Source: an optimization exercise on an open RTL-to-GDS flow (aim: small area, a short achievable clock period and few clock cycles). Production flows keep margins and buffers that such runs may drop. The RTL was checked by simulation tests, not by an equivalence proof against the original design.

==> flow/design.v, too long to show whole: its modules and the start of the top module <==
// module fadd_core: 68 lines
// module fmul_core: 845 lines
// module FPU: 15 lines
// module fpu_comb: 118 lines
module FPU(clk, rstn, ctl, x1, x2, y, ready, en);
  // ...
==> flow/run.sh <==
#!/bin/bash
# synth_recipe.tcl (not shown) runs the flow's synth.tcl, then flattens the netlist and writes it again
# the make line also repeats each setting of config.mk as NAME=value (left out here)
make -C /OpenROAD-flow-scripts/flow DESIGN_CONFIG=/design/flow/config.mk WORK_HOME=/design/flow/orfs CLKGATE_MAP_FILE= SYNTH_SCRIPT=/design/flow/synth_recipe.tcl finish
==> flow/config.mk <==
export PLATFORM = sky130hd
export DESIGN_NAME = FPU
export DESIGN_NICKNAME = FPU
export VERILOG_FILES = /design/flow/design.v
export SDC_FILE = /design/flow/constraint.sdc
export NUM_CORES = 4
export LEC_CHECK = 0
export ABC_AREA = 1
export CAP_MARGIN = 20
export CORE_MARGIN = 2
export CORE_UTILIZATION = 35
export GPL_TIMING_DRIVEN = 1
export SETUP_SLACK_MARGIN = 0.1
export SLEW_MARGIN = 20
==> flow/constraint.sdc <==
create_clock -name core_clock -period 12.0 [get_ports {clk}]
set_input_delay 2.4000 -clock core_clock [delete_from_list [all_inputs] [get_ports {clk}]]
set_output_delay 2.4000 -clock core_clock [all_outputs]
set_load 0.01 [all_outputs]
==> results.yml, run 1 <==
worst_setup_path:
  crit_start: "x1[16]"
  critical_path_class: "primary input to flip-flop"
  crit_family: "simple AND/OR/NAND/NOR gates"
  cp-endpoint: "y[14]$_DFF_P_"
  cp_slowest_cell: "clkdlybuf4s50_1"
logic_synthesis:
  synth-xor-area-share_pct: 7.608
  postSynthCellCount: 6329
final_layout:
  regMostFlops: "y"
  stdcell_area_um2: 41190
  largest_reg_flops: 32
  multi_input_comb_cells: 5047
  postLayoutCoreUtil_pct: 39.74
  inv_count: 893
timing:
  finalSetupViolations: 0
  hold_viol: 0
  worstMarginPinSlew_ns: 1.181
floorplan:
  coreArea_um2: 103600
routing:
  wire_per_inst_um: 25.14
  wirelength_met1_um: 83030
run_status:
  status: "no timing/DRC/antenna violations"
grt:
  antenna_found_initial: 13
  grt_pass1_vias: 41770
clock_tree:
  cts_tree: "done"
Testbench counts, summed over its fixed seeds: cycles 80,000.
==> module fpu_comb, before the edit <==
module fpu_comb(
    input wire [4:0] ctl,
    input wire [31:0] x1,
    input wire [31:0] x2,
    output wire [31:0] y);
    wire is_add  = (ctl[4:1] == 4'd0);           
    wire is_mul  = (ctl == 5'd2) | (ctl == 5'd20);
    wire is_sqr  = ctl[4] & ctl[2];              
    wire is_half = (ctl == 5'd5);
    wire is_ftoi = (ctl == 5'd6);
    wire is_itof = (ctl == 5'd7);
    wire is_floor = (ctl == 5'd8);
    wire s1 = x1[31];
    wire s2 = x2[31];
    wire [30:0] a1 = x1[30:0];
    wire [30:0] a2 = x2[30:0];
    wire [7:0] e = x1[30:23];
    wire [22:0] m = x1[22:0];
    wire abslt = (a1 < a2);
    wire abseq = (a1 == a2);
    wire absgt = ~abslt & ~abseq;
    wire nz1 = |a1;
    wire nz2 = |a2;
    wire le_y   = (~s1 & ~s2 & ~absgt) | (s1 & ~s2) | (s1 & s2 & ~abslt);
    wire less_y = (~s1 & ~s2 & abslt) | (s1 & ~s2 & (nz1 | nz2)) | (s1 & s2 & absgt);
    wire eq_y   = abseq & (s1 == s2);
    wire [31:0] b = {s2 ^ ctl[0], a2};
    wire [30:0] far_r;
    wire [24:0] N;
    wire near, add_special, sL;
    wire [7:0] eL;
    wire [31:0] add_spec_y;
    fadd_core adder(.x1(x1), .b(b), .x1ge(~abslt), .far_r(far_r), .N(N), .near(near),
                    .eL(eL), .special(add_special), .spec_y(add_spec_y), .sL(sL));
    wire [31:0] absx = s1 ? (~x1) + 32'd1 : x1;
    wire [31:0] tsrc = {1'b1, m, 8'b0};
    reg [31:0] trev;
    integer i;
    always @(*)
        for (i = 0; i < 32; i = i + 1) trev[i] = tsrc[31 - i];
    wire [31:0] Z = is_itof ? {absx[30:0], 1'b0} : is_ftoi ? trev : {N, 7'b0};
    wire [31:0] zp = {Z[31:1], 1'b1};
    wire z16 = ~|zp[31:16];
    wire [15:0] h16 = z16 ? zp[15:0] : zp[31:16];
    wire z8 = ~|h16[15:8];
    wire [7:0] h8 = z8 ? h16[7:0] : h16[15:8];
    wire z4 = ~|h8[7:4];
    wire [3:0] h4 = z4 ? h8[3:0] : h8[7:4];
    wire z2 = ~|h4[3:2];
    wire [1:0] h2 = z2 ? h4[1:0] : h4[3:2];
    wire zzero = ~|Z[31:1];
    wire [4:0] lzz = zzero ? 5'd25 : {z16, z8, z4, z2, ~h2[1]};
    wire [7:0] tsh = 8'd157 - e;
    wire [4:0] amt = is_ftoi ? tsh[4:0] : lzz;
    wire [31:0] Zs = Z << amt;
    wire [22:0] nmant = Zs[30:8];
    wire [8:0] en = {1'b0, eL} - {4'b0, lzz};
    wire ye_z = en[8] | (en[7:0] == 8'h00);
    wire [30:0] near_r = ye_z ? 31'b0 : {en[7:0], nmant};
    wire [31:0] add_y = add_special ? add_spec_y : {sL, near ? near_r : far_r};
    wire [31:0] m2x = is_sqr ? x1 : x2;
    wire [25:0] mmul;
    fmul_core mult(.m1(x1[22:0]), .m2(m2x[22:0]), .mm(mmul));
    wire [22:0] ym0 = mmul[25] ? mmul[24:2] : mmul[23:1];
    wire [7:0] e2 = m2x[30:23];
    wire [9:0] ye0 = e + e2 + 10'd129;
    wire [8:0] ye0p1 = ye0[7:0] + 9'd1;
    wire [7:0] ye_c0 = ye0[9] ? 8'hff : (ye0[8] == 1'b0) ? 8'h00 : ye0[7:0];
    wire [7:0] ye_c1 = ye0[9] ? 8'hff : (ye0[8] == 1'b0) ? 8'h00 : ye0p1[8] ? 8'hff : ye0p1[7:0];
    wire ext_c0 = (ye_c0 == 8'hff) | (ye_c0 == 8'h00);
    wire ext_c1 = (ye_c1 == 8'hff) | (ye_c1 == 8'h00);
    wire [7:0] ye_m = mmul[25] ? ye_c1 : ye_c0;
    wire [22:0] ym = (mmul[25] ? ext_c1 : ext_c0) ? 23'b0 : ym0;
    wire ys_m = s1 ^ m2x[31];
    wire mzero = ~(|e) | ~(|e2);
    wire minf = (&e) | (&e2);
    wire [31:0] mul_y = mzero ? {ys_m, 31'b0} : minf ? {ys_m, 8'hff, 23'b0} : {ys_m, ye_m, ym};
    reg [31:0] W;
    always @(*)
        for (i = 0; i < 32; i = i + 1) W[i] = Zs[31 - i];
    wire [31:0] ti_a = (e < 8'd126) ? 32'd0 : (e == 8'd126) ? 32'd1 : (e > 8'd157) ? 32'h80000000 : {1'b0, W[31:1]};
    wire ti_inc = (e >= 8'd127) & (e <= 8'd157) & W[0];
    wire [31:0] ftoi_a = ti_a ^ {32{s1}};
    wire ftoi_b = ti_inc ^ s1;
    wire [7:0] ie = 8'd157 - {3'b0, lzz};
    wire [31:0] itof_a = absx[31] ? {1'b1, 8'h9e, 23'b0} : zzero ? 32'd0 : {s1, ie, nmant};
    wire itof_b = ~absx[31] & ~zzero & (lzz <= 5'd6) & Zs[7];
    wire [22:0] fm = (e >= 8'd150) ? 23'h0 : (e <= 8'd127) ? 23'h7fffff : (23'h7fffff >> (e - 8'd127));
    wire fl_frac = (e < 8'd127) ? nz1 : |(m & fm);
    wire fl_up = s1 & fl_frac;
    wire [31:0] floor_a = (e < 8'd127) ? (fl_up ? {s1, 8'd126, 23'h7fffff} : {s1, 31'b0})
                                       : {s1, e, fl_up ? (m | fm) : (m & ~fm)};
    wire [7:0] xem1 = (e == 8'h00) ? 8'h00 : (e == 8'hff) ? 8'hff : e - 8'd1;
    wire e_is1 = (e == 8'h01);
    wire [31:0] half_a = e_is1 ? ((&m) ? {s1, 8'h01, 23'b0} : {s1, 8'b0, x1[23:1]}) : {s1, xem1, m};
    wire half_b = e_is1 & ~(&m) & x1[0] & x1[1];
    wire [31:0] inc_a = is_ftoi ? ftoi_a : is_itof ? itof_a : is_floor ? floor_a : half_a;
    wire inc_b = is_ftoi ? ftoi_b : is_itof ? itof_b : is_floor ? 1'b0 | fl_up : half_b;
    wire [31:0] inc_y = inc_a + {31'b0, inc_b};
    reg [31:0] res;    
    always @(*) begin
        case (ctl)
            5'd5, 5'd6, 5'd7, 5'd8: res = inc_y;
            5'd9: res = {31'b0, eq_y};
            5'd10: res = {31'b0, le_y};
            5'd11: res = {1'b0, a1};
            5'd12: res = {~s1, a1};
            5'd13: res = {31'b0, less_y};
            5'd14: res = le_y ? x1 : x2;
            5'd15: res = le_y ? x2 : x1;
            5'd16: res = {31'b0, ~nz1};
            5'd17: res = {31'b0, ~s1 & nz1};
            5'd18: res = {31'b0, s1 & nz1};
            default: res = 32'bx;
        endcase
    end
    assign y = is_add ? add_y : is_mul ? mul_y : res;
endmodule
==> run 2, diff against run 1 <==
--- a/flow/design.v
+++ b/flow/design.v
@@ -989,5 +989,4 @@
     wire ye_z = en[8] | (en[7:0] == 8'h00);
     wire [30:0] near_r = ye_z ? 31'b0 : {en[7:0], nmant};
-    wire [31:0] add_y = add_special ? add_spec_y : {sL, near ? near_r : far_r};
     wire [31:0] m2x = is_sqr ? x1 : x2;
     wire [25:0] mmul;
@@ -1046,5 +1045,16 @@
         endcase
     end
-    assign y = is_add ? add_y : is_mul ? mul_y : res;
+    wire sel_spec = is_add & add_special;
+    wire sel_add = is_add & ~add_special;
+    wire sel_near = sel_add & near;
+    wire sel_far = sel_add & ~near;
+    wire sel_mul = is_mul;
+    wire sel_res = ~is_add & ~is_mul;
+    assign y = ({32{sel_spec}} & add_spec_y)
+             | ({32{sel_add}} & {sL, 31'b0})
+             | ({32{sel_near}} & {1'b0, near_r})
+             | ({32{sel_far}} & {1'b0, far_r})
+             | ({32{sel_mul}} & mul_y)
+             | ({32{sel_res}} & res);
 endmodule
 `default_nettype wire
--- a/flow/config.mk
+++ b/flow/config.mk
@@ -11,4 +11,4 @@
 export CORE_UTILIZATION = 35
 export GPL_TIMING_DRIVEN = 1
-export SETUP_SLACK_MARGIN = 0.1
+export SETUP_SLACK_MARGIN = 0.3
 export SLEW_MARGIN = 20
==> results.yml, run 2 <==
logic_synthesis:
  synth_top_area_share_pct: 15.51
  synth_area_per_cell_um2: 5.701
  synth-simple-area-share_pct: 35.96
  ys_warn_count: 2
  synth.area.mux_share_pct: 0.08339
  synth-xor-area-share_pct: 8.342
  synth-async-reset-ratio_pct: 0
  ys_top_cells_by_count: "nand2_1 (1488), inv_1 (817), nand3_1 (731)"
  syn_area_um2: 36010
  postSynthCellCount: 6317
  synth_area_leaders: "nand2_1 (16%), fa_1 (11%), nand3_1 (10%)"
  synthesis.nets: 6842
  synth-edff-count: 0
  synth_fa_ha_area_share_pct: 19.87
  synth-seq-area-share_pct: 1.835
  ys_ff_latch: 33
  synth_compound_area_share_pct: 20.46
  yosysTopAreaCell: "nand2_1"
  synthFlopType: "dfxtp_1"
  synth_cell_type_count: 66
  synth_top_family_by_area: "simple AND/OR/NAND/NOR gates"
  synth.most_common_cell: "nand2_1"
job:
  maxCapViolCount: 0
grt:
  grt_max_degree: 89
  use_met2_pct: 54.75
  antenna_found_initial: 6
  grt_usage_pct: 36.56
  grt_pass1_wl_um: 291400
  met1_usage_pct: 48.64
  grt_pass1_vias: 43850
  grt-ovfl-total: 0
  grtUsageMet3_pct: 7.114
  grt.busiest_layer: "met2"
final_layout:
  reg_top3: "y x32, ready x1"
  largest_reg_flops: 32
  drive_gt1_share_pct: 13.76
  regMostFlops: "y"
  final_cell_mix: "nand2_1 (1469), inv_1 (805), nand3_1 (726), buf_4 (634), o21ai_0 (437)"
  final_common_cell: "nand2_1"
  stdcell_count: 8084
  fin_nets: 7240
  area_growth_pct: 19.66
  num-fill-cells: 11320
timing:
  rsz0062_at_grt: "no"
  timing.fmax_mhz: 88.89
  finalSetupViolations: 0
  fin_crit_ns: 11.25
  slew_violations: 0
  hold_viol: 0
  fin_crit_sh_pct: 93.75
  slew_headroom_pct: 34.54
  worstMarginPinSlew_ns: 0.9753
clock_tree:
  cts_tree: "done"
  cts_root_buf: "clkbuf_16"
  cts_hold_buf: 0
  cts_buffers: 5
  cts.clk_slew.worst_paths_ns: 0.06
  cts.path.max_buffers: 2
  htreeDepth: 2
  clock-sinks: 33
min_path:
  min_path_type: "primary input to flip-flop"
  hold_depth: 3
  hold_end: "ready$_SDFF_PN0_"
  hold_path_startpoint: "en"
floorplan:
  die_y_um: 324.8
  num_rows: 117
  io_pins: 105
  die_area_um2: 105500
  start_util_pct: 35.34
  coreArea_um2: 101900
  die_w_um: 324.8
worst_setup_path:
  cp_data_required_time_ns: 12.18
  cp.arrival_ns: 11.43
  critPathLaunchType: "primary input"
  critPathCaptureType: "flip-flop"
  crit_top_cell: "nand2_1"
  critical_path_class: "primary input to flip-flop"
  cp_slowest_cell: "fa_1"
  worst_path_largest_cell_delay_ns: 0.53
  worstPathMaxFanout: 17
placement:
  placed_cells: 8055
  io_buffers: 104
  routabilityCongestion: 1.072
  dp_hpwl_um: 163100
run_status:
  status: "no timing/DRC/antenna violations"
routing:
  dr.pass1.iters: 7
  wire_per_inst_um: 24.97
  post_drt_via_cell_ratio: 5.848
  drtIter0Drc: 6345
  via_count: 47280
  drt_wl_total_um: 201900
  drc_errors: 0
  drtAntennaViolNets: 0
-- run 2: layer usage --
layer  share of wire (%)  vias to the layer above
li1                    -                    21720
met1                  41                    22060
met2                  41                     2876
met3                  11                      618
met4                 7.3                        6
met5               0.020                        -
-- run 2: repair_timing --
item	CTS	global route
endpoints found under the setup margin	32	32
pin swaps	0	28
setup buffers	0	17
resized for setup	11	165
gates cloned	0	4
-- run 2: cell type report --
class | count | area (um^2) | share of cell area (%)
timing repair buffer | 754 | 6241 | 14.48
multi-input combinational | 5042 | 31000 | 71.94
clock buffer | 5 | 125.1 | 0.2904
tap | 1368 | 1712 | 3.972
inverter | 879 | 3316 | 7.695
antenna | 1 | 2.502 | 0.005808
sequential | 33 | 660.6 | 1.533
clock inverter | 2 | 35.03 | 0.08131
-- run 2: worst max path at each step --
stage | startpoint | endpoint | slack (ns)
floorplan | ctl[2] | y[14]$_DFF_P_ | 1.18
global placement | x1[28] | y[13]$_DFF_P_ | -0.68
detailed placement | x1[28] | y[13]$_DFF_P_ | -0.56
CTS | x1[29] | y[7]$_DFF_P_ | 0.32
global route | x2[22] | y[28]$_DFF_P_ | 0.29
finish | ctl[2] | y[22]$_DFF_P_ | 0.75
-- run 2: cell families after synthesis --
kind of cell / count (synthesis)
and+or+nand+nor: 2950
AOI/OAI and AO/OA: 1293
buffers and inverters: 1242
adders and majority gates: 453
xor gates and xnor gates: 343
DFF: 33
muxes: 3
-- run 2: critical path, delay by kind of cell --
family | cells | cell delay, ns
simple gates | 10 | 1.35
compound gates | 12 | 2.40
xor+xnor | 1 | 0.40
buf+inv | 10 | 2.07
fa+ha+maj | 6 | 2.79
-- run 2: metrics by stage --
step	setup TNS [ns]	hold WS [ns]	util (%)	area, um^2	setup WS [ns]
after detailed placement	-11.96	2.941	41.40	42180	-0.5571
after CTS	0	2.639	41.57	42350	0.3156
after floorplan	0	2.493	-	36010	1.181
final	0	2.640	42.29	43090	0.7501
after global routing	0	2.651	42.29	43090	0.2928
after global placement	-15.72	2.922	41.40	42180	-0.6797
Testbench counts of run 2, summed over its fixed seeds: cycles 80,000.
==> module fadd_core, before the edit <==
module fadd_core(
    input wire [31:0] x1,
    input wire [31:0] b,
    input wire x1ge,
    output wire [30:0] far_r,     
    output wire [24:0] N,         
    output wire near,             
    output wire [7:0] eL,         
    output wire special,          
    output wire [31:0] spec_y,
    output wire sL);              
wire [7:0] e1 = x1[30:23];
wire [7:0] e2 = b[30:23];
wire [22:0] m1 = x1[22:0];
wire [22:0] m2 = b[22:0];
wire op = x1[31] ^ b[31];
wire [8:0] d12 = {1'b0, e1} - {1'b0, e2};
wire [8:0] d21 = {1'b0, e2} - {1'b0, e1};
wire e2gt = d12[8];                  
wire ee = (e1 == e2);
wire [7:0] shift = e2gt ? d21[7:0] : d12[7:0];
assign eL = e2gt ? e2 : e1;
wire sh1 = (shift == 8'd1);
wire x1big = ~e2gt & ~ee;
wire [22:0] mLf = x1big ? m1 : m2;
wire [22:0] mSf = x1big ? m2 : m1;
wire [25:0] lf = {1'b1, mLf, 2'b00};
wire [25:0] sf = {1'b1, mSf, 2'b00} >> shift;
wire [26:0] sum = op ? {1'b0, lf} - {1'b0, sf} : {1'b0, lf} + {1'b0, sf};
wire [24:0] r26 = {1'b0, sum[26:3]} + {24'b0, sum[2]};
wire [24:0] r25 = {1'b0, sum[25:2]} + {24'b0, sum[1]};
wire [24:0] r24 = {1'b0, sum[24:1]} + {24'b0, sum[0]};
wire [9:0] eLm1 = {2'b0, eL} - 10'd1;
wire [9:0] eLp1 = {2'b0, eL} + 10'd1;
wire [9:0] eLp2 = {2'b0, eL} + 10'd2;
wire [7:0] xm1 = eLm1[7:0];
wire [7:0] x0 = eL;
wire [7:0] xp1 = eLp1[8] ? 8'hff : eLp1[7:0];
wire [7:0] xp2 = eLp2[8] ? 8'hff : eLp2[7:0];
wire zm1 = (xm1 == 8'h00) | (xm1 == 8'hff);
wire z0 = (x0 == 8'h00) | (x0 == 8'hff);
wire zp1 = (xp1 == 8'h00) | (xp1 == 8'hff);
wire zp2 = (xp2 == 8'h00) | (xp2 == 8'hff);
wire [7:0] ye_26 = r26[24] ? xp2 : xp1;
wire z_26 = r26[24] ? zp2 : zp1;
wire [7:0] ye_25 = r25[24] ? xp1 : x0;
wire z_25 = r25[24] ? zp1 : z0;
wire [7:0] ye_24 = r24[24] ? x0 : xm1;
wire z_24 = r24[24] ? z0 : zm1;
wire [30:0] f26 = {ye_26, z_26 ? 23'b0 : r26[22:0]};
wire [30:0] f25 = {ye_25, z_25 ? 23'b0 : r25[22:0]};
wire [30:0] f24 = {ye_24, z_24 ? 23'b0 : r24[22:0]};
assign far_r = sum[26] ? f26 : sum[25] ? f25 : f24;
wire [23:0] A = {1'b1, m1};
wire [23:0] B = {1'b1, m2};
wire [23:0] P = x1ge ? A : B;
wire [23:0] Q = x1ge ? B : A;
wire [24:0] D = (ee ? {1'b0, P} : {P, 1'b0}) - {1'b0, Q};
assign N = ee ? {D[23:0], 1'b0} : D;
assign near = op & (ee | (sh1 & ~D[24]));
assign sL = x1ge ? x1[31] : b[31];
wire [31:0] lx = x1ge ? x1 : b;
wire eSz = (e1 == 8'h00) | (e2 == 8'h00);
wire eLz = (e1 == 8'h00) & (e2 == 8'h00);
wire eLinf = (e1 == 8'hff) | (e2 == 8'hff);
assign special = eLinf | eSz;
assign spec_y = (~eLinf & eLz) ? {sL, 31'b0} : lx;
endmodule
==> run 3, diff against run 2 <==
--- a/flow/design.v
+++ b/flow/design.v
@@ -28,8 +28,16 @@
 wire [25:0] lf = {1'b1, mLf, 2'b00};
 wire [25:0] sf = {1'b1, mSf, 2'b00} >> shift;
-wire [26:0] sum = op ? {1'b0, lf} - {1'b0, sf} : {1'b0, lf} + {1'b0, sf};
-wire [24:0] r26 = {1'b0, sum[26:3]} + {24'b0, sum[2]};
-wire [24:0] r25 = {1'b0, sum[25:2]} + {24'b0, sum[1]};
-wire [24:0] r24 = {1'b0, sum[24:1]} + {24'b0, sum[0]};
+wire [24:0] U = {1'b0, lf[25:2]};
+wire [24:0] V = {1'b0, sf[25:2]};
+wire [24:0] Vp = op ? ~V : V;
+wire [25:0] S0 = {1'b0, U} + {1'b0, Vp};
+wire [25:0] S1 = {1'b0, U} + {1'b0, Vp} + 26'd1;
+wire c0 = (sf[1:0] == 2'b00);
+wire [24:0] Qs = c0 ? S1[24:0] : S0[24:0];
+wire hi26 = ~op & S0[24];             
+wire hi25 = op ? Qs[23] : ~S0[24];    
+wire [24:0] r26 = S1[25:1];
+wire [24:0] r25 = (op ? (sf[1:0] != 2'b11) : sf[1]) ? S1[24:0] : S0[24:0];
+wire [24:0] r24 = {(sf[1] ? S0[23:0] : S1[23:0]), sf[1]};
 wire [9:0] eLm1 = {2'b0, eL} - 10'd1;
 wire [9:0] eLp1 = {2'b0, eL} + 10'd1;
@@ -52,5 +60,5 @@
 wire [30:0] f25 = {ye_25, z_25 ? 23'b0 : r25[22:0]};
 wire [30:0] f24 = {ye_24, z_24 ? 23'b0 : r24[22:0]};
-assign far_r = sum[26] ? f26 : sum[25] ? f25 : f24;
+assign far_r = hi26 ? f26 : hi25 ? f25 : f24;
 wire [23:0] A = {1'b1, m1};
 wire [23:0] B = {1'b1, m2};
@@ -937,5 +945,5 @@
     wire is_add  = (ctl[4:1] == 4'd0);           
     wire is_mul  = (ctl == 5'd2) | (ctl == 5'd20);
-    wire is_sqr  = ctl[4] & ctl[2];              
+    wire is_sqr  = ctl[4];
     wire is_half = (ctl == 5'd5);
     wire is_ftoi = (ctl == 5'd6);
@@ -1028,21 +1036,24 @@
     wire inc_b = is_ftoi ? ftoi_b : is_itof ? itof_b : is_floor ? 1'b0 | fl_up : half_b;
     wire [31:0] inc_y = inc_a + {31'b0, inc_b};
-    reg [31:0] res;    
+    reg bit_y;
     always @(*) begin
         case (ctl)
-            5'd5, 5'd6, 5'd7, 5'd8: res = inc_y;
-            5'd9: res = {31'b0, eq_y};
-            5'd10: res = {31'b0, le_y};
-            5'd11: res = {1'b0, a1};
-            5'd12: res = {~s1, a1};
-            5'd13: res = {31'b0, less_y};
-            5'd14: res = le_y ? x1 : x2;
-            5'd15: res = le_y ? x2 : x1;
-            5'd16: res = {31'b0, ~nz1};
-            5'd17: res = {31'b0, ~s1 & nz1};
-            5'd18: res = {31'b0, s1 & nz1};
-            default: res = 32'bx;
+            5'd9: bit_y = eq_y;
+            5'd10: bit_y = le_y;
+            5'd13: bit_y = less_y;
+            5'd16: bit_y = ~nz1;
+            5'd17: bit_y = ~s1 & nz1;
+            5'd18: bit_y = s1 & nz1;
+            default: bit_y = 1'b0;
         endcase
     end
+    wire sel_inc = (ctl == 5'd5) | (ctl == 5'd6) | (ctl == 5'd7) | (ctl == 5'd8);
+    wire sel_mm = (ctl == 5'd14) | (ctl == 5'd15);
+    wire sel_ab = (ctl == 5'd11) | (ctl == 5'd12);
+    wire [31:0] mm_y = (le_y ^ ctl[0]) ? x1 : x2;
+    wire [31:0] res = ({32{sel_inc}} & inc_y)
+                    | ({32{sel_mm}} & mm_y)
+                    | ({32{sel_ab}} & {ctl[2] & ~s1, a1})
+                    | {31'b0, bit_y};
     wire sel_spec = is_add & add_special;
     wire sel_add = is_add & ~add_special;
--- a/flow/config.mk
+++ b/flow/config.mk
@@ -11,4 +11,4 @@
 export CORE_UTILIZATION = 35
 export GPL_TIMING_DRIVEN = 1
-export SETUP_SLACK_MARGIN = 0.3
+export SETUP_SLACK_MARGIN = 0.1
 export SLEW_MARGIN = 20
==> results.yml, run 3 <==
run_status:
  status: "no timing/DRC/antenna violations"
clock_tree:
  htreeDepth: 2
  cts_tree: "done"
  cts_root_buf: "clkbuf_16"
  cts.clk_slew.worst_paths_ns: 0.06
  clock-sinks: 33
  cts_buffers: 5
  cts_hold_buf: 0
  cts.path.max_buffers: 2
timing:
  timing.fmax_mhz: 85.82
  slew_headroom_pct: 20.45
  finalSetupTns_ns: 0
  slew_violations: 0
  worstMarginPinSlew_ns: 1.192
  fin_ws_ns: 0.3483
  rsz0062_at_grt: "no"
  fin_crit_sh_pct: 97.10
  hold_viol: 0
  fin_crit_ns: 11.65
  finalSetupViolations: 0
worst_setup_path:
  cp_slowest_cell: "clkdlybuf4s50_1"
  critPathLaunchType: "primary input"
  worstPathMaxFanout: 20
  critPathCaptureType: "flip-flop"
  cp.arrival_ns: 11.81
  critical_path_class: "primary input to flip-flop"
  worst_path_largest_cell_delay_ns: 0.63
  cp_data_required_time_ns: 12.16
  crit_top_cell: "fa_1"
routing:
  drc_errors: 0
  wire_per_inst_um: 25.14
  drtIter0Drc: 5910
  post_drt_via_cell_ratio: 6.002
  dr.pass1.iters: 9
  via_count: 42150
  drt_wl_total_um: 176600
  drtAntennaViolNets: 0
final_layout:
  final_common_cell: "nand2_1"
  fin_nets: 6255
  antennaDiodeCount: 0
  area_growth_pct: 12.84
  reg_top3: "y x32, ready x1"
  stdcell_area_um2: 37540
  drive_gt1_share_pct: 9.587
  largest_reg_flops: 32
  final_cell_mix: "nand2_1 (1223), inv_1 (729), nand3_1 (545), o21ai_0 (460), nor2_1 (365)"
  num-fill-cells: 10430
  regMostFlops: "y"
logic_synthesis:
  synth.most_common_cell: "nand2_1"
  synthFlopType: "dfxtp_1"
  ys_warn_count: 2
  synth-seq-area-share_pct: 1.986
  synth_area_per_cell_um2: 5.874
  synth-async-reset-ratio_pct: 0
  postSynthCellCount: 5664
  ys_ff_latch: 33
  yosysTopAreaCell: "nand2_1"
  synth_top_area_share_pct: 13.86
  synthesis.nets: 6162
  ys_top_cells_by_count: "nand2_1 (1228), inv_1 (732), nand3_1 (547)"
  synth_cell_type_count: 67
  syn_area_um2: 33270
  synth_area_leaders: "nand2_1 (14%), fa_1 (12%), ha_1 (8.6%)"
  synth-edff-count: 0
min_path:
  hold_end: "ready$_SDFF_PN0_"
  hold_path_startpoint: "en"
  hold_depth: 3
  min_path_type: "primary input to flip-flop"
placement:
  routabilityCongestion: 1.101
  io_buffers: 104
  post_dp_cell_area_um2: 36950
  dp_hpwl_um: 141300
  post-place-ws_ns: -0.2343
grt:
  antenna_found_initial: 6
  use_met2_pct: 50.54
  grt_pass1_vias: 38470
  grt_usage_pct: 34.75
  grtUsageMet3_pct: 8.248
  grt_pass1_wl_um: 256700
  met1_usage_pct: 47.80
  grt-ovfl-total: 0
  grt.busiest_layer: "met2"
  grt_max_degree: 93
floorplan:
  die_y_um: 312.3
  start_util_pct: 35.17
  die_w_um: 312.3
  coreArea_um2: 94590
  io_pins: 105
  num_rows: 113
  die_area_um2: 97530
job:
  maxCapViolCount: 0
run 3: changes by cell type after synthesis, sizes merged, moves of 15 or more:
| cell | change |
|---|---|
| o21ai | +21 |
| ha | -27 |
| o2111ai | +15 |
| buf | -23 |
| nand2 | -257 |
| o211ai | +53 |
| nand3 | -177 |
| nor2 | -56 |
| inv | -88 |
| nand4 | -17 |
| nor4 | +21 |
| a21oi | -138 |
run 3: how the worst max path moves through the flow:
stage / slack, ns / cells after the start / end / from
6_report: 0.35 / 40 / y[17]$_DFF_P_ / x2[14]
5_1_grt: 0.06 / 55 / y[5]$_DFF_P_ / x1[23]
4_1_cts: 0.13 / 55 / y[5]$_DFF_P_ / x1[23]
3_5_place_dp: -0.23 / 57 / y[0]$_DFF_P_ / x2[3]
3_3_place_gp: -0.12 / 57 / y[0]$_DFF_P_ / x2[3]
2_1_floorplan: 0.88 / 56 / y[6]$_DFF_P_ / x1[27]
run 3: routing by layer:
layer / up-vias / wire (um)
met5: - / 25
met4: 4 / 11010
met3: 532 / 21900
met2: 2657 / 71810
met1: 19800 / 71840
li1: 19160 / -
run 3: per-stage QoR:
| step | cells | hold WS (ns) | util (%) |
|---|---|---|---|
| 6_report | 7023 | 2.640 | 39.69 |
| 4_1_cts | 7011 | 2.636 | 39.22 |
| 3_3_place_gp | 7003 | 2.924 | 39.06 |
| 5_1_grt | 7023 | 2.691 | 39.69 |
| 2_1_floorplan | 5664 | 2.493 | - |
| 3_5_place_dp | 7003 | 2.933 | 39.07 |
run 3: repair_timing:
item	4_1_cts	5_1_grt
cloned	0	2
setup buffers	0	10
pin swaps	0	8
setup endpoints to repair	1	32
gates resized for setup	1	106
endpoints found under the hold margin	0	0
run 3: logic make-up after synthesis:
logic type               synth area share [%]
AND/OR/NAND/NOR                         32.49
AO/OA/AOI/OAI                           22.29
buffers and inverters                   13.31
adder cells (fa/ha/maj)                 20.49
XOR/XNOR                                9.135
flip-flops                              1.986
multiplexers                           0.3009
run 3: critical path, delay by kind of cell:
kind	cells	cell delay, ns
xor+xnor	1	0.18
buf+inv	12	2.34
compound gates	13	2.85
simple gates	7	0.92
fa+ha+maj	7	3.05
run 3: layout make-up:
cell class	instances	area [um^2]	share of cell area, %
Clock buffer	5	125.1	0.3333
Clock inverter	3	17.52	0.04666
Inverter	790	2979	7.936
Multi-Input combinational cell	4498	28550	76.06
Sequential cell	33	660.6	1.760
Tap cell	1265	1583	4.216
Timing Repair Buffer	428	3615	9.629
Timing Repair inverter	1	7.507	0.02000
Testbench counts of run 3, summed over its fixed seeds: cycles 80,000.
==> run 4, diff against run 3 <==
--- a/flow/design.v
+++ b/flow/design.v
@@ -31,33 +31,38 @@
 wire [24:0] V = {1'b0, sf[25:2]};
 wire [24:0] Vp = op ? ~V : V;
-wire [25:0] S0 = {1'b0, U} + {1'b0, Vp};
-wire [25:0] S1 = {1'b0, U} + {1'b0, Vp} + 26'd1;
+wire [24:0] ap = U ^ Vp;
+wire [24:0] ag = U & Vp;
+reg [24:0] pg, pp;
+integer k, l;
+always @(*) begin
+    pg = ag;
+    pp = ap;
+    for (l = 1; l < 32; l = l * 2)
+        for (k = 0; k < 25; k = k + 1)
+            if ((k / l) % 2 == 1) begin
+                pg[k] = pg[k] | (pp[k] & pg[(k / l) * l - 1]);
+                pp[k] = pp[k] & pp[(k / l) * l - 1];
+            end
+end
+wire [25:0] S0 = {pg[24], ap ^ {pg[23:0], 1'b0}};
+wire [25:0] S1 = {pg[24] | pp[24], ap ^ {pg[23:0] | pp[23:0], 1'b1}};
 wire c0 = (sf[1:0] == 2'b00);
 wire [24:0] Qs = c0 ? S1[24:0] : S0[24:0];
 wire hi26 = ~op & S0[24];             
 wire hi25 = op ? Qs[23] : ~S0[24];    
-wire [24:0] r26 = S1[25:1];
+wire [23:0] r26 = S1[24:1];
 wire [24:0] r25 = (op ? (sf[1:0] != 2'b11) : sf[1]) ? S1[24:0] : S0[24:0];
 wire [24:0] r24 = {(sf[1] ? S0[23:0] : S1[23:0]), sf[1]};
 wire [9:0] eLm1 = {2'b0, eL} - 10'd1;
 wire [9:0] eLp1 = {2'b0, eL} + 10'd1;
-wire [9:0] eLp2 = {2'b0, eL} + 10'd2;
 wire [7:0] xm1 = eLm1[7:0];
 wire [7:0] x0 = eL;
 wire [7:0] xp1 = eLp1[8] ? 8'hff : eLp1[7:0];
-wire [7:0] xp2 = eLp2[8] ? 8'hff : eLp2[7:0];
 wire zm1 = (xm1 == 8'h00) | (xm1 == 8'hff);
 wire z0 = (x0 == 8'h00) | (x0 == 8'hff);
 wire zp1 = (xp1 == 8'h00) | (xp1 == 8'hff);
-wire zp2 = (xp2 == 8'h00) | (xp2 == 8'hff);
-wire [7:0] ye_26 = r26[24] ? xp2 : xp1;
-wire z_26 = r26[24] ? zp2 : zp1;
-wire [7:0] ye_25 = r25[24] ? xp1 : x0;
-wire z_25 = r25[24] ? zp1 : z0;
-wire [7:0] ye_24 = r24[24] ? x0 : xm1;
-wire z_24 = r24[24] ? z0 : zm1;
-wire [30:0] f26 = {ye_26, z_26 ? 23'b0 : r26[22:0]};
-wire [30:0] f25 = {ye_25, z_25 ? 23'b0 : r25[22:0]};
-wire [30:0] f24 = {ye_24, z_24 ? 23'b0 : r24[22:0]};
+wire [30:0] f26 = {xp1, zp1 ? 23'b0 : r26[22:0]};
+wire [30:0] f25 = {r25[24] ? xp1 : x0, z0 ? 23'b0 : r25[22:0]};
+wire [30:0] f24 = {r24[24] ? x0 : xm1, zm1 ? 23'b0 : r24[22:0]};
 assign far_r = hi26 ? f26 : hi25 ? f25 : f24;
 wire [23:0] A = {1'b1, m1};
--- a/flow/config.mk
+++ b/flow/config.mk
@@ -9,6 +9,7 @@
 export CAP_MARGIN = 20
 export CORE_MARGIN = 2
-export CORE_UTILIZATION = 35
+export CORE_UTILIZATION = 45
 export GPL_TIMING_DRIVEN = 1
-export SETUP_SLACK_MARGIN = 0.1
+export PLACE_DENSITY = 0.65
+export SETUP_SLACK_MARGIN = 0.2
 export SLEW_MARGIN = 20
==> results.yml, run 4 <==
final_layout:
  final_cell_mix: "nand2_1 (1270), inv_1 (711), nand3_1 (515), buf_4 (497), o21ai_0 (390)"
  postLayoutCoreUtil_pct: 53.16
  drive_gt1_share_pct: 13.62
  stdcell_area_um2: 38130
  regMostFlops: "y"
  final_common_cell: "nand2_1"
  reg_top3: "y x32, ready x1"
  fin_nets: 6334
  area_growth_pct: 16.46
  largest_reg_flops: 32
worst_setup_path:
  cp.arrival_ns: 11.68
  worst_path_largest_cell_delay_ns: 0.74
  cp_slowest_cell: "clkdlybuf4s50_1"
  critical_path_class: "primary input to flip-flop"
  critPathLaunchType: "primary input"
  crit_top_cell: "nand2_1"
  worstPathMaxFanout: 17
  critPathCaptureType: "flip-flop"
  cp_data_required_time_ns: 12.19
logic_synthesis:
  synth_top_area_share_pct: 14.73
  synth-async-reset-ratio_pct: 0
  synthesis.nets: 6044
  synth.most_common_cell: "nand2_1"
  yosysTopAreaCell: "nand2_1"
  synth-edff-count: 0
  synth_cell_type_count: 72
  synth_area_leaders: "nand2_1 (15%), fa_1 (12%), ha_1 (8.5%)"
  synth-seq-area-share_pct: 2.018
  postSynthCellCount: 5547
  ys_ff_latch: 33
  synth_area_per_cell_um2: 5.903
  ys_warn_count: 3
  ys_top_cells_by_count: "nand2_1 (1285), inv_1 (716), nand3_1 (523)"
  syn_area_um2: 32740
  synthFlopType: "dfxtp_1"
placement:
  post_dp_cell_area_um2: 37420
  io_buffers: 104
  routabilityCongestion: 1.101
  dp_hpwl_um: 140600
floorplan:
  start_util_pct: 45.65
  io_pins: 105
  die_area_um2: 74940
  coreArea_um2: 71730
  die_y_um: 273.7
  die_w_um: 273.7
  num_rows: 98
timing:
  finalSetupViolations: 0
  finalSetupTns_ns: 0
  slew_headroom_pct: 16.76
  slew_violations: 0
  worstMarginPinSlew_ns: 1.232
  timing.fmax_mhz: 87.01
  fin_crit_ns: 11.49
  rsz0062_at_grt: "no"
  fin_crit_sh_pct: 95.77
  hold_viol: 0
  hold_ws_ns: 2.602
clock_tree:
  cts_buffers: 5
  cts_root_buf: "clkbuf_16"
  htreeDepth: 2
  cts.path.max_buffers: 2
  clock-sinks: 33
  cts.clk_slew.worst_paths_ns: 0.08
  cts_hold_buf: 0
  cts_tree: "done"
run_status:
  status: "no timing/DRC/antenna violations"
grt:
  grt_max_degree: 79
  grt_pass1_vias: 38080
  grt-ovfl-total: 0
  grt_usage_pct: 44.98
  antenna_found_initial: 11
  grt_pass1_wl_um: 250200
routing:
  dr.pass1.iters: 6
  drc_errors: 0
  via_count: 42020
  drtAntennaViolNets: 0
  drtIter0Drc: 5946
  wire_per_inst_um: 25.65
  post_drt_via_cell_ratio: 6.187
  drt_wl_total_um: 174200
job:
  maxCapViolCount: 0
min_path:
  min_path_type: "primary input to flip-flop"
  hold_depth: 3
-- run 4: path summary, 6_finish.rpt --
check / from / end / slack [ns]
worst max-delay path: x1[14] / y[0]$_DFF_P_ / 0.51
worst min-delay path: en / ready$_SDFF_PN0_ / 2.60
-- run 4: critical path: cells and delay by family --
kind | cells | cell delay, ns
adder cells (fa/ha/maj) | 7 | 3.21
buffers and inverters | 11 | 2.12
AO/OA/AOI/OAI | 9 | 2.06
AND/OR/NAND/NOR | 10 | 1.64
XOR/XNOR | 1 | 0.23
-- run 4: cells by family (layout without fill, tap and decap cells) --
group | Yosys count | in the layout | share of synthesized area, %
adder cells (fa/ha/maj) | 425 | 425 | 20.87
AO/OA/AOI/OAI | 1186 | 1186 | 21.51
AND/OR/NAND/NOR | 2442 | 2444 | 33.18
buffers and inverters | 1129 | 1417 | 13.51
other | 0 | 5 | 0
flip-flops | 33 | 33 | 2.018
multiplexers | 6 | 6 | 0.1872
XOR/XNOR | 326 | 326 | 8.720
-- run 4: final cells by class --
type / instances / area, um^2
well taps: 950 / 1189
multi-input cells: 4387 / 27990
flip-flops and latches: 33 / 660.6
clock inverters: 2 / 35.03
diodes: 5 / 12.51
clock buffers: 5 / 125.1
fillers: 7593 / 33600
inverters: 790 / 2975
repair buffers: 620 / 5146
-- run 4: stage by stage --
step | setup slack, ns | std cells
final | 0.5071 | 6792
after global routing | 0.1018 | 6787
after CTS | 0.2310 | 6760
after detailed placement | -0.05690 | 6753
after global placement | 0.06664 | 6753
after floorplan | 1.135 | 5547
-- run 4: metal layers --
layer / vias to the layer above / part of all wire [%] / wire length [um] / global-route usage (%)
met5: - / 0.031 / 54 / 0
met4: 8 / 7.6 / 13160 / 26.91
met1: 19570 / 40 / 69010 / 59.34
met3: 599 / 12 / 20900 / 10.58
met2: 2784 / 41 / 71110 / 66.35
li1: 19060 / - / - / -
-- run 4: repair_timing --
item                       in CTS  in global routing
gates resized for setup         0                110
setup endpoints to repair       0                 32
setup buffers                   0                 22
Testbench counts of run 4, summed over its fixed seeds: cycles 80,000.
==> run 5, diff against run 4 <==
--- a/flow/config.mk
+++ b/flow/config.mk
@@ -9,7 +9,7 @@
 export CAP_MARGIN = 20
 export CORE_MARGIN = 2
-export CORE_UTILIZATION = 45
+export CORE_UTILIZATION = 40
 export GPL_TIMING_DRIVEN = 1
 export PLACE_DENSITY = 0.65
-export SETUP_SLACK_MARGIN = 0.2
+export SETUP_SLACK_MARGIN = 0.15
 export SLEW_MARGIN = 20
==> results.yml, run 5 <==
routing:
  dr_wl_met2_um: 71900
  post_drt_via_cell_ratio: 6.045
  met3_length_um: 20750
  drt_wl_total_um: 175000
  wirelength_met1_um: 69250
  dr.pass1.iters: 6
  drtIter0Drc: 5810
  drtAntennaViolNets: 0
  wire_per_inst_um: 25.38
  top_layer: "met5"
  via_count: 41690
  drc_errors: 0
logic_synthesis:
  synthesis.nets: 6044
  yosysTopAreaCell: "nand2_1"
  syn_area_um2: 32740
  synth-async-reset-ratio_pct: 0
  synth-edff-count: 0
  synth_area_leaders: "nand2_1 (15%), fa_1 (12%), ha_1 (8.5%)"
  synthFlopType: "dfxtp_1"
  synth-seq-area-share_pct: 2.018
  ys_top_cells_by_count: "nand2_1 (1285), inv_1 (716), nand3_1 (523)"
  synth_area_per_cell_um2: 5.903
  synth_top_area_share_pct: 14.73
  synth_cell_type_count: 72
  postSynthCellCount: 5547
  ys_ff_latch: 33
  ys_warn_count: 3
  synth.most_common_cell: "nand2_1"
worst_setup_path:
  critical_path_class: "primary input to flip-flop"
  critPathLaunchType: "primary input"
  cp_data_required_time_ns: 12.18
  cp_slowest_cell: "clkdlybuf4s50_1"
  worst_path_largest_cell_delay_ns: 0.75
  worstPathMaxFanout: 10
  crit_top_cell: "inv_1"
  cp.arrival_ns: 11.62
  critPathCaptureType: "flip-flop"
final_layout:
  largest_reg_flops: 32
  drive_gt1_share_pct: 13.60
  reg_top3: "y x32, ready x1"
  fin_nets: 6327
  regMostFlops: "y"
  final_cell_mix: "nand2_1 (1269), inv_1 (711), nand3_1 (519), buf_4 (498), o21ai_0 (385)"
  area_growth_pct: 16.55
  final_common_cell: "nand2_1"
clock_tree:
  cts_root_buf: "clkbuf_16"
  cts_hold_buf: 0
  cts.clk_slew.worst_paths_ns: 0.07
  cts.path.max_buffers: 2
  htreeDepth: 2
  cts_buffers: 5
  cts_tree: "done"
  clock-sinks: 33
timing:
  finalSetupTns_ns: 0
  finalSetupViolations: 0
  slew_violations: 0
  fin_crit_sh_pct: 95.31
  fin_crit_ns: 11.44
  timing.fmax_mhz: 87.43
  rsz0062_at_grt: "no"
  hold_ws_ns: 2.610
  slew_headroom_pct: 27.43
  worstMarginPinSlew_ns: 1.077
  hold_viol: 0
floorplan:
  num_rows: 104
  io_pins: 105
  die_area_um2: 84160
  start_util_pct: 40.52
  coreArea_um2: 80810
  die_w_um: 290.1
  die_y_um: 290.1
grt:
  grt-ovfl-total: 0
  grt_usage_pct: 39.96
  grt_pass1_vias: 38660
  grt_pass1_wl_um: 253500
  grt_max_degree: 79
  antenna_found_initial: 12
job:
  maxCapViolCount: 0
placement:
  routabilityCongestion: 1.083
  io_buffers: 104
  dp_hpwl_um: 140500
run_status:
  status: "no timing/DRC/antenna violations"
min_path:
  min_path_type: "primary input to flip-flop"
==> run 5: cell types whose count changed in the layout (fill, tap and decap cells not counted), sizes merged <==
cell,change
clkbuf,-2
clkdlybuf4s50,-4
nor2,-1
diode,+1
clkinvlp,+1
dlymetal6s2s,+4
clkinv,-1
buf,-3
bufinv,-1
==> run 5: area by class of cell <==
class	count	area (um^2)
clock buffer	6	138.9
antenna	6	15.01
fill	8740	42640
timing repair buffer	614	5035
multi-input combinational	4386	28010
clock inverter	1	7.507
sequential	33	660.6
tap	1060	1326
inverter	790	2973
==> run 5: stage by stage <==
stage          utilization, %  setup slack (ns)  instance area, um^2  cells
6_report                47.23            0.5628                38160   6896
5_1_grt                 47.21            0.1388                38150   6891
4_1_cts                 46.59            0.3723                37650   6869
3_5_place_dp            46.41           0.07553                37500   6862
3_3_place_gp            46.41            0.2405                37500   6862
2_1_floorplan               -             1.135                32740   5547
==> run 5: cell families (layout without fill, tap and decap cells) <==
group	Yosys count	in the layout	share of synthesized area, %
XOR/XNOR	326	326	8.720
multiplexers	6	6	0.1872
AND/OR/NAND/NOR	2442	2443	33.18
flip-flops	33	33	2.018
buffers and inverters	1129	1411	13.51
adder cells (fa/ha/maj)	425	425	20.87
AO/OA/AOI/OAI	1186	1186	21.51
other	0	6	0
==> run 5: what timing repair did <==
| action | CTS | global route |
|---|---|---|
| gates resized for setup | 0 | 129 |
| buffers inserted | 0 | 20 |
| setup endpoints to repair | 0 | 32 |
==> run 5: worst max-delay path, delay by kind of cell <==
kind / cells / cell delay (ns)
AO/OA/AOI/OAI: 10 / 1.89
XOR/XNOR: 1 / 0.12
adder cells (fa/ha/maj): 7 / 3.22
buffers and inverters: 13 / 2.52
AND/OR/NAND/NOR: 10 / 1.43
==> run 5: final timing paths <==
check / from / to / slack [ns] / cells after the start
max: x1[21] / y[0]$_DFF_P_ / 0.56 / 41
min: en / ready$_SDFF_PN0_ / 2.61 / 3
==> run 5: per-layer routing <==
layer / GRT usage, % / vias up
met3: 10.32 / 640
li1: - / 19070
met2: 59.43 / 2675
met4: 23.25 / 12
met1: 52.08 / 19290
met5: 0 / -
==> run 6, diff against run 5 <==
--- a/flow/design.v
+++ b/flow/design.v
@@ -31,20 +31,6 @@
 wire [24:0] V = {1'b0, sf[25:2]};
 wire [24:0] Vp = op ? ~V : V;
-wire [24:0] ap = U ^ Vp;
-wire [24:0] ag = U & Vp;
-reg [24:0] pg, pp;
-integer k, l;
-always @(*) begin
-    pg = ag;
-    pp = ap;
-    for (l = 1; l < 32; l = l * 2)
-        for (k = 0; k < 25; k = k + 1)
-            if ((k / l) % 2 == 1) begin
-                pg[k] = pg[k] | (pp[k] & pg[(k / l) * l - 1]);
-                pp[k] = pp[k] & pp[(k / l) * l - 1];
-            end
-end
-wire [25:0] S0 = {pg[24], ap ^ {pg[23:0], 1'b0}};
-wire [25:0] S1 = {pg[24] | pp[24], ap ^ {pg[23:0] | pp[23:0], 1'b1}};
+wire [25:0] S0 = {1'b0, U} + {1'b0, Vp};
+wire [25:0] S1 = {1'b0, U} + {1'b0, Vp} + 26'd1;
 wire c0 = (sf[1:0] == 2'b00);
 wire [24:0] Qs = c0 ? S1[24:0] : S0[24:0];
@@ -1005,5 +991,4 @@
     wire [25:0] mmul;
     fmul_core mult(.m1(x1[22:0]), .m2(m2x[22:0]), .mm(mmul));
-    wire [22:0] ym0 = mmul[25] ? mmul[24:2] : mmul[23:1];
     wire [7:0] e2 = m2x[30:23];
     wire [9:0] ye0 = e + e2 + 10'd129;
@@ -1013,10 +998,12 @@
     wire ext_c0 = (ye_c0 == 8'hff) | (ye_c0 == 8'h00);
     wire ext_c1 = (ye_c1 == 8'hff) | (ye_c1 == 8'h00);
-    wire [7:0] ye_m = mmul[25] ? ye_c1 : ye_c0;
-    wire [22:0] ym = (mmul[25] ? ext_c1 : ext_c0) ? 23'b0 : ym0;
+    wire [30:0] mn_c1 = {ye_c1, ext_c1 ? 23'b0 : mmul[24:2]};
+    wire [30:0] mn_c0 = {ye_c0, ext_c0 ? 23'b0 : mmul[23:1]};
+    wire [30:0] mul_n = mmul[25] ? mn_c1 : mn_c0;
     wire ys_m = s1 ^ m2x[31];
     wire mzero = ~(|e) | ~(|e2);
     wire minf = (&e) | (&e2);
-    wire [31:0] mul_y = mzero ? {ys_m, 31'b0} : minf ? {ys_m, 8'hff, 23'b0} : {ys_m, ye_m, ym};
+    wire mul_special = mzero | minf;
+    wire [31:0] mul_spec_y = {ys_m, (minf & ~mzero) ? 8'hff : 8'h00, 23'b0};
     reg [31:0] W;
     always @(*)
@@ -1065,5 +1052,6 @@
     wire sel_near = sel_add & near;
     wire sel_far = sel_add & ~near;
-    wire sel_mul = is_mul;
+    wire sel_muls = is_mul & mul_special;
+    wire sel_mul = is_mul & ~mul_special;
     wire sel_res = ~is_add & ~is_mul;
     assign y = ({32{sel_spec}} & add_spec_y)
@@ -1071,5 +1059,6 @@
              | ({32{sel_near}} & {1'b0, near_r})
              | ({32{sel_far}} & {1'b0, far_r})
-             | ({32{sel_mul}} & mul_y)
+             | ({32{sel_muls}} & mul_spec_y)
+             | ({32{sel_mul}} & {ys_m, mul_n})
              | ({32{sel_res}} & res);
 endmodule
--- a/flow/config.mk
+++ b/flow/config.mk
@@ -9,7 +9,6 @@
 export CAP_MARGIN = 20
 export CORE_MARGIN = 2
-export CORE_UTILIZATION = 40
+export CORE_UTILIZATION = 35
 export GPL_TIMING_DRIVEN = 1
-export PLACE_DENSITY = 0.65
-export SETUP_SLACK_MARGIN = 0.15
+export SETUP_SLACK_MARGIN = 0.1
 export SLEW_MARGIN = 20
==> results.yml, run 6 <==
clock_tree:
  cts_tree: "done"
  cts_root_buf: "clkbuf_16"
  cts.clk_slew.worst_paths_ns: 0.07
  htreeDepth: 2
  cts.path.max_buffers: 2
  clock-sinks: 33
  cts_hold_buf: 0
  cts_buffers: 5
logic_synthesis:
  syn_area_um2: 33110
  synthFlopType: "dfxtp_1"
  synth-async-reset-ratio_pct: 0
  ys_ff_latch: 33
  ys_top_cells_by_count: "nand2_1 (1181), inv_1 (679), nand3_1 (556)"
  synth_area_leaders: "nand2_1 (13%), fa_1 (12%), ha_1 (8.4%)"
  ys_warn_count: 2
  postSynthCellCount: 5567
  yosysTopAreaCell: "nand2_1"
  synth_area_per_cell_um2: 5.947
  synth_cell_type_count: 77
  synth.most_common_cell: "nand2_1"
  synth-seq-area-share_pct: 1.995
  synthesis.nets: 6060
  synth_top_area_share_pct: 13.39
  synth-edff-count: 0
min_path:
  hold_end: "ready$_SDFF_PN0_"
  min_path_type: "primary input to flip-flop"
  hold_path_startpoint: "en"
  hold_depth: 3
run_status:
  status: "no timing/DRC/antenna violations"
grt:
  grt_pass1_wl_um: 255800
  grt-ovfl-total: 0
  grt_usage_pct: 35.19
  grt_max_degree: 70
  antenna_found_initial: 9
  grt_pass1_vias: 38130
placement:
  routabilityCongestion: 1.116
  io_buffers: 104
  post-place-ws_ns: -0.2911
  dp_hpwl_um: 142000
  post_dp_cell_area_um2: 36670
  placed_cells: 6882
routing:
  drc_errors: 0
  wire_per_inst_um: 25.73
  drt_wl_total_um: 178000
  drtIter0Drc: 5655
  drtAntennaViolNets: 0
  post_drt_via_cell_ratio: 5.968
  via_count: 41280
  dr.pass1.iters: 8
worst_setup_path:
  cp.buffers_inverters: 14
  cp.arrival_ns: 11.76
  critical_path_class: "primary input to flip-flop"
  crit_family: "adder cells"
  cp_data_required_time_ns: 12.17
  worstPathMaxFanout: 23
  critPathCaptureType: "flip-flop"
  crit_top_cell: "inv_1"
  cp_slowest_cell: "clkdlybuf4s50_1"
  worst_path_largest_cell_delay_ns: 0.62
  critPathLaunchType: "primary input"
floorplan:
  start_util_pct: 35.42
  die_w_um: 311.6
  coreArea_um2: 93470
  die_area_um2: 97070
  io_pins: 105
  die_y_um: 311.6
  num_rows: 112
job:
  maxCapViolCount: 0
final_layout:
  final_common_cell: "nand2_1"
  regArea_um2: 660.6
  drive_gt1_share_pct: 11.27
  regMostFlops: "y"
  reg_top3: "y x32, ready x1"
  final_cell_mix: "nand2_1 (1175), inv_1 (676), nand3_1 (551), o21ai_0 (519), buf_4 (319)"
  stdcell_area_um2: 37360
  num-fill-cells: 10330
  stdcell_count: 6917
  multiInputGateArea_um2: 28490
  fin_nets: 6153
  area_growth_pct: 12.85
  largest_reg_flops: 32
timing:
  slew_violations: 0
  timing.fmax_mhz: 86.33
  hold_viol: 0
  slew_headroom_pct: 20.55
  finalSetupTns_ns: 0
  rsz0062_at_grt: "yes"
  fin_crit_sh_pct: 96.52
  fin_crit_ns: 11.58
  worstMarginPinSlew_ns: 1.176
  fin_ws_ns: 0.4171
  finalSetupViolations: 0
-- run 6: cell count changes after synthesis, sizes merged, moves of 10 or more --
cell,change
o21ai,+110
a31oi,-13
xor2,+15
o211ai,-42
o22ai,-19
a21oi,+26
nand3,+51
nand2,-109
inv,-39
o2111ai,+10
-- run 6: metal layers --
metal  vias to the layer above  track usage, %  routed length (um)
met5                         -               0                  34
met4                         6           24.37               14890
met3                       575           7.560               19410
met2                      2552           53.84               75770
met1                     19310           44.04               67880
li1                      18840               -                   -
-- run 6: metrics by stage --
step                util, %  hold slack (ns)
detailed placement    39.24            2.941
global route          39.96            2.650
CTS                   39.47            2.629
global placement      39.23            2.926
floorplan                 -            2.493
finish                39.97            2.631
-- run 6: what timing repair did --
action	4_1_cts	5_1_grt
gates cloned	0	2
buffers inserted	4	19
gates resized for setup	2	72
endpoints found under the setup margin	3	32
pin swaps	0	5
-- run 6: kinds of logic (layout without fill, tap and decap cells) --
family | Yosys count | in the layout | share of synthesized area, %
AOI/OAI and AO/OA | 1261 | 1261 | 22.21
adders and majority gates | 421 | 421 | 20.40
xor gates and xnor gates | 337 | 337 | 8.915
buffers and inverters | 1103 | 1197 | 13.05
other | 0 | 2 | 0
muxes | 14 | 14 | 0.4233
and+or+nand+nor | 2398 | 2398 | 33.00
DFF | 33 | 33 | 1.995
-- run 6: final cells by class --
| cell class | count | area share, % |
|---|---|---|
| inverters | 755 | 7.622 |
| clock inverters | 2 | 0.1005 |
| flip-flops and latches | 33 | 1.768 |
| diodes | 2 | 0.01340 |
| repair buffers | 434 | 9.665 |
| multi-input cells | 4431 | 76.26 |
| clock buffers | 6 | 0.3717 |
| well taps | 1254 | 4.200 |
-- run 6: worst max path at each step --
stage	from	to	slack (ns)	depth (start not counted)
6_report	x2[14]	y[16]$_DFF_P_	0.42	41
5_1_grt	x2[23]	y[25]$_DFF_P_	0.02	57
4_1_cts	x1[23]	y[6]$_DFF_P_	0.15	52
3_5_place_dp	x1[23]	y[16]$_DFF_P_	-0.29	51
3_3_place_gp	x1[23]	y[16]$_DFF_P_	-0.38	51
2_1_floorplan	x1[23]	y[6]$_DFF_P_	1.45	52
Testbench counts of run 6, summed over its fixed seeds: cycles 80,000.
==> run 7, diff against run 6 <==
--- a/flow/config.mk
+++ b/flow/config.mk
@@ -9,6 +9,7 @@
 export CAP_MARGIN = 20
 export CORE_MARGIN = 2
-export CORE_UTILIZATION = 35
+export CORE_UTILIZATION = 40
 export GPL_TIMING_DRIVEN = 1
-export SETUP_SLACK_MARGIN = 0.1
+export PLACE_DENSITY = 0.65
+export SETUP_SLACK_MARGIN = 0.15
 export SLEW_MARGIN = 20
==> results.yml, run 7 <==
final_layout:
  fin_nets: 6154
  stdcell_count: 6736
  drive_gt1_share_pct: 10.91
  postLayoutCoreUtil_pct: 45.16
  area_growth_pct: 11.83
  regMostFlops: "y"
  final_common_cell: "nand2_1"
  reg_top3: "y x32, ready x1"
  largest_reg_flops: 32
  multiInputGateArea_um2: 28390
  final_cell_mix: "nand2_1 (1176), inv_1 (679), nand3_1 (555), o21ai_0 (515), buf_4 (321)"
  regArea_um2: 660.6
  num-fill-cells: 8940
placement:
  routabilityCongestion: 1.114
  placed_cells: 6718
  dp_hpwl_um: 136600
  io_buffers: 104
grt:
  grt_max_degree: 70
  use_met2_pct: 59.61
  grt_pass1_vias: 38310
  grt_usage_pct: 39.17
  grt.busiest_layer: "met2"
  grtUsageMet3_pct: 9.256
  antenna_found_initial: 6
  grt-ovfl-total: 0
  met1_usage_pct: 48.55
  grt_pass1_wl_um: 251100
worst_setup_path:
  critPathLaunchType: "primary input"
  worstPathMaxFanout: 36
  critPathCaptureType: "flip-flop"
  worst_path_largest_cell_delay_ns: 0.55
  cp_data_required_time_ns: 12.12
  cp_slowest_cell: "clkdlybuf4s50_1"
  crit_top_cell: "nand2_1"
  critical_path_class: "primary input to flip-flop"
  cp.arrival_ns: 11.60
timing:
  timing.fmax_mhz: 87.10
  slew_violations: 0
  slew_headroom_pct: 15.69
  fin_crit_ns: 11.48
  worstMarginPinSlew_ns: 1.263
  rsz0062_at_grt: "yes"
  hold_viol: 0
  fin_crit_sh_pct: 95.67
  finalSetupViolations: 0
floorplan:
  die_w_um: 291.7
  coreArea_um2: 81980
  die_y_um: 291.7
  start_util_pct: 40.38
  die_area_um2: 85080
  num_rows: 105
  io_pins: 105
logic_synthesis:
  synthFlopType: "dfxtp_1"
  synth_top_area_share_pct: 13.39
  synth-seq-area-share_pct: 1.995
  postSynthCellCount: 5567
  synth.most_common_cell: "nand2_1"
  synth-edff-count: 0
  ys_top_cells_by_count: "nand2_1 (1181), inv_1 (679), nand3_1 (556)"
  synth_cell_type_count: 77
  syn_area_um2: 33110
  ys_ff_latch: 33
  ys_warn_count: 2
  synthesis.nets: 6060
  synth-async-reset-ratio_pct: 0
  yosysTopAreaCell: "nand2_1"
  synth_area_leaders: "nand2_1 (13%), fa_1 (12%), ha_1 (8.4%)"
  synth_area_per_cell_um2: 5.947
clock_tree:
  clock-sinks: 33
  cts_buffers: 5
  htreeDepth: 2
  cts_root_buf: "clkbuf_16"
  cts.path.max_buffers: 2
  cts_tree: "done"
  cts.clk_slew.worst_paths_ns: 0.07
routing:
  drtAntennaViolNets: 0
  drt_wl_total_um: 173100
  drtIter0Drc: 5730
  drc_errors: 0
  wire_per_inst_um: 25.69
  post_drt_via_cell_ratio: 6.134
  dr.pass1.iters: 6
  via_count: 41320
run_status:
  status: "no timing/DRC/antenna violations"
min_path:
  min_path_type: "primary input to flip-flop"
job:
  maxCapViolCount: 0
run 7: critical path, delay by kind of cell:
kind | cells | cell delay (ns)
compound gates | 8 | 1.94
fa+ha+maj | 3 | 0.97
buf+inv | 9 | 1.44
mux | 1 | 0.16
simple gates | 34 | 4.65
run 7: cell type report:
class	instances	area share, %
multi-input cells	4431	76.68
repair buffers	435	9.811
inverters	755	7.665
well taps	1070	3.616
flip-flops and latches	33	1.784
clock buffers	6	0.3751
clock inverters	2	0.03717
diodes	4	0.02704
run 7: kinds of logic (layout without fill, tap and decap cells):
kind of cell / count (synthesis) / count (layout) / synth area share, %
buffers and inverters: 1103 / 1198 / 13.05
adders and majority gates: 421 / 421 / 20.40
DFF: 33 / 33 / 1.995
and+or+nand+nor: 2398 / 2398 / 33.00
muxes: 14 / 14 / 0.4233
other: 0 / 4 / 0
xor gates and xnor gates: 337 / 337 / 8.915
AOI/OAI and AO/OA: 1261 / 1261 / 22.21
run 7: timing repair:
item                                    CTS  global route
endpoints found under the setup margin    0            32
resized for setup                         0            55
setup buffers                             0             5
hold buffers                              0             0
run 7: routing by layer:
metal	part of all wire (%)	vias up
met5	0	-
met1	38	19160
met2	42	2661
met4	8.7	0
li1	-	18850
met3	12	649
run 7: final timing paths:
check / startpoint / cells after the start / endpoint / slack, ns
max: x1[29] / 55 / y[5]$_DFF_P_ / 0.52
min: en / 3 / ready$_SDFF_PN0_ / 2.61
run 7: stage by stage:
stage | TNS (ns) | worst slack [ns] | instance area, um^2 | hold WS [ns]
2_1_floorplan | 0 | 1.450 | 33110 | 2.493
6_report | 0 | 0.5194 | 37020 | 2.608
3_3_place_gp | -0.1133 | -0.1133 | 36610 | 2.925
3_5_place_dp | -0.1102 | -0.1009 | 36610 | 2.932
4_1_cts | 0 | 0.1996 | 36760 | 2.601
5_1_grt | 0 | 0.05887 | 37010 | 2.620

afterwards: timing with drivers on the ports:
In the flow no input, the clock included, has a driving cell. The finished layouts below were timed again as built, in two steps.
Step 1 sets driving cells, clkbuf_16 on the clock port and buf_2 on the other inputs (assumed; they add their load-dependent delay and slew).
Step 2 moves the port delays by t, midway between the first and last clock arrival at a register: inputs arrive t later, outputs are due t later. That takes back most of the time a late clock gives input paths.
Slacks: no drivers / after step 1 / after step 2; pairs: no drivers / after step 1.
run | shift t [ns] | slack for setup (ns) | worst hold slack (ns) | clock arrival spread, ns | worst data-port slew with drivers (ns)
run 1 | 0.333 | 0.543 / 0.556 / 0.223 | 2.647 / 2.628 / 2.961 | 0.006 / 0.005 | 0.16
run 2 | 0.340 | 0.750 / 0.774 / 0.434 | 2.640 / 2.611 / 2.951 | 0.013 / 0.014 | 0.13
run 3 | 0.325 | 0.348 / 0.359 / 0.034 | 2.640 / 2.626 / 2.951 | 0.004 / 0.004 | 0.07
run 4 | 0.373 | 0.507 / 0.543 / 0.170 | 2.602 / 2.563 / 2.936 | 0.022 / 0.022 | 0.14
run 5 | 0.354 | 0.563 / 0.540 / 0.186 | 2.610 / 2.580 / 2.935 | 0.009 / 0.009 | 0.11
run 6 | 0.355 | 0.417 / 0.448 / 0.093 | 2.631 / 2.597 / 2.952 | 0.012 / 0.012 | 0.10
run 7 | 0.360 | 0.519 / 0.542 / 0.182 | 2.608 / 2.575 / 2.935 | 0.015 / 0.016 | 0.07
After both steps setup and hold are still met in every run listed. The setup slack of run 5, which loses most, moves by -0.023 ns with the drivers and by -0.377 ns with both steps.
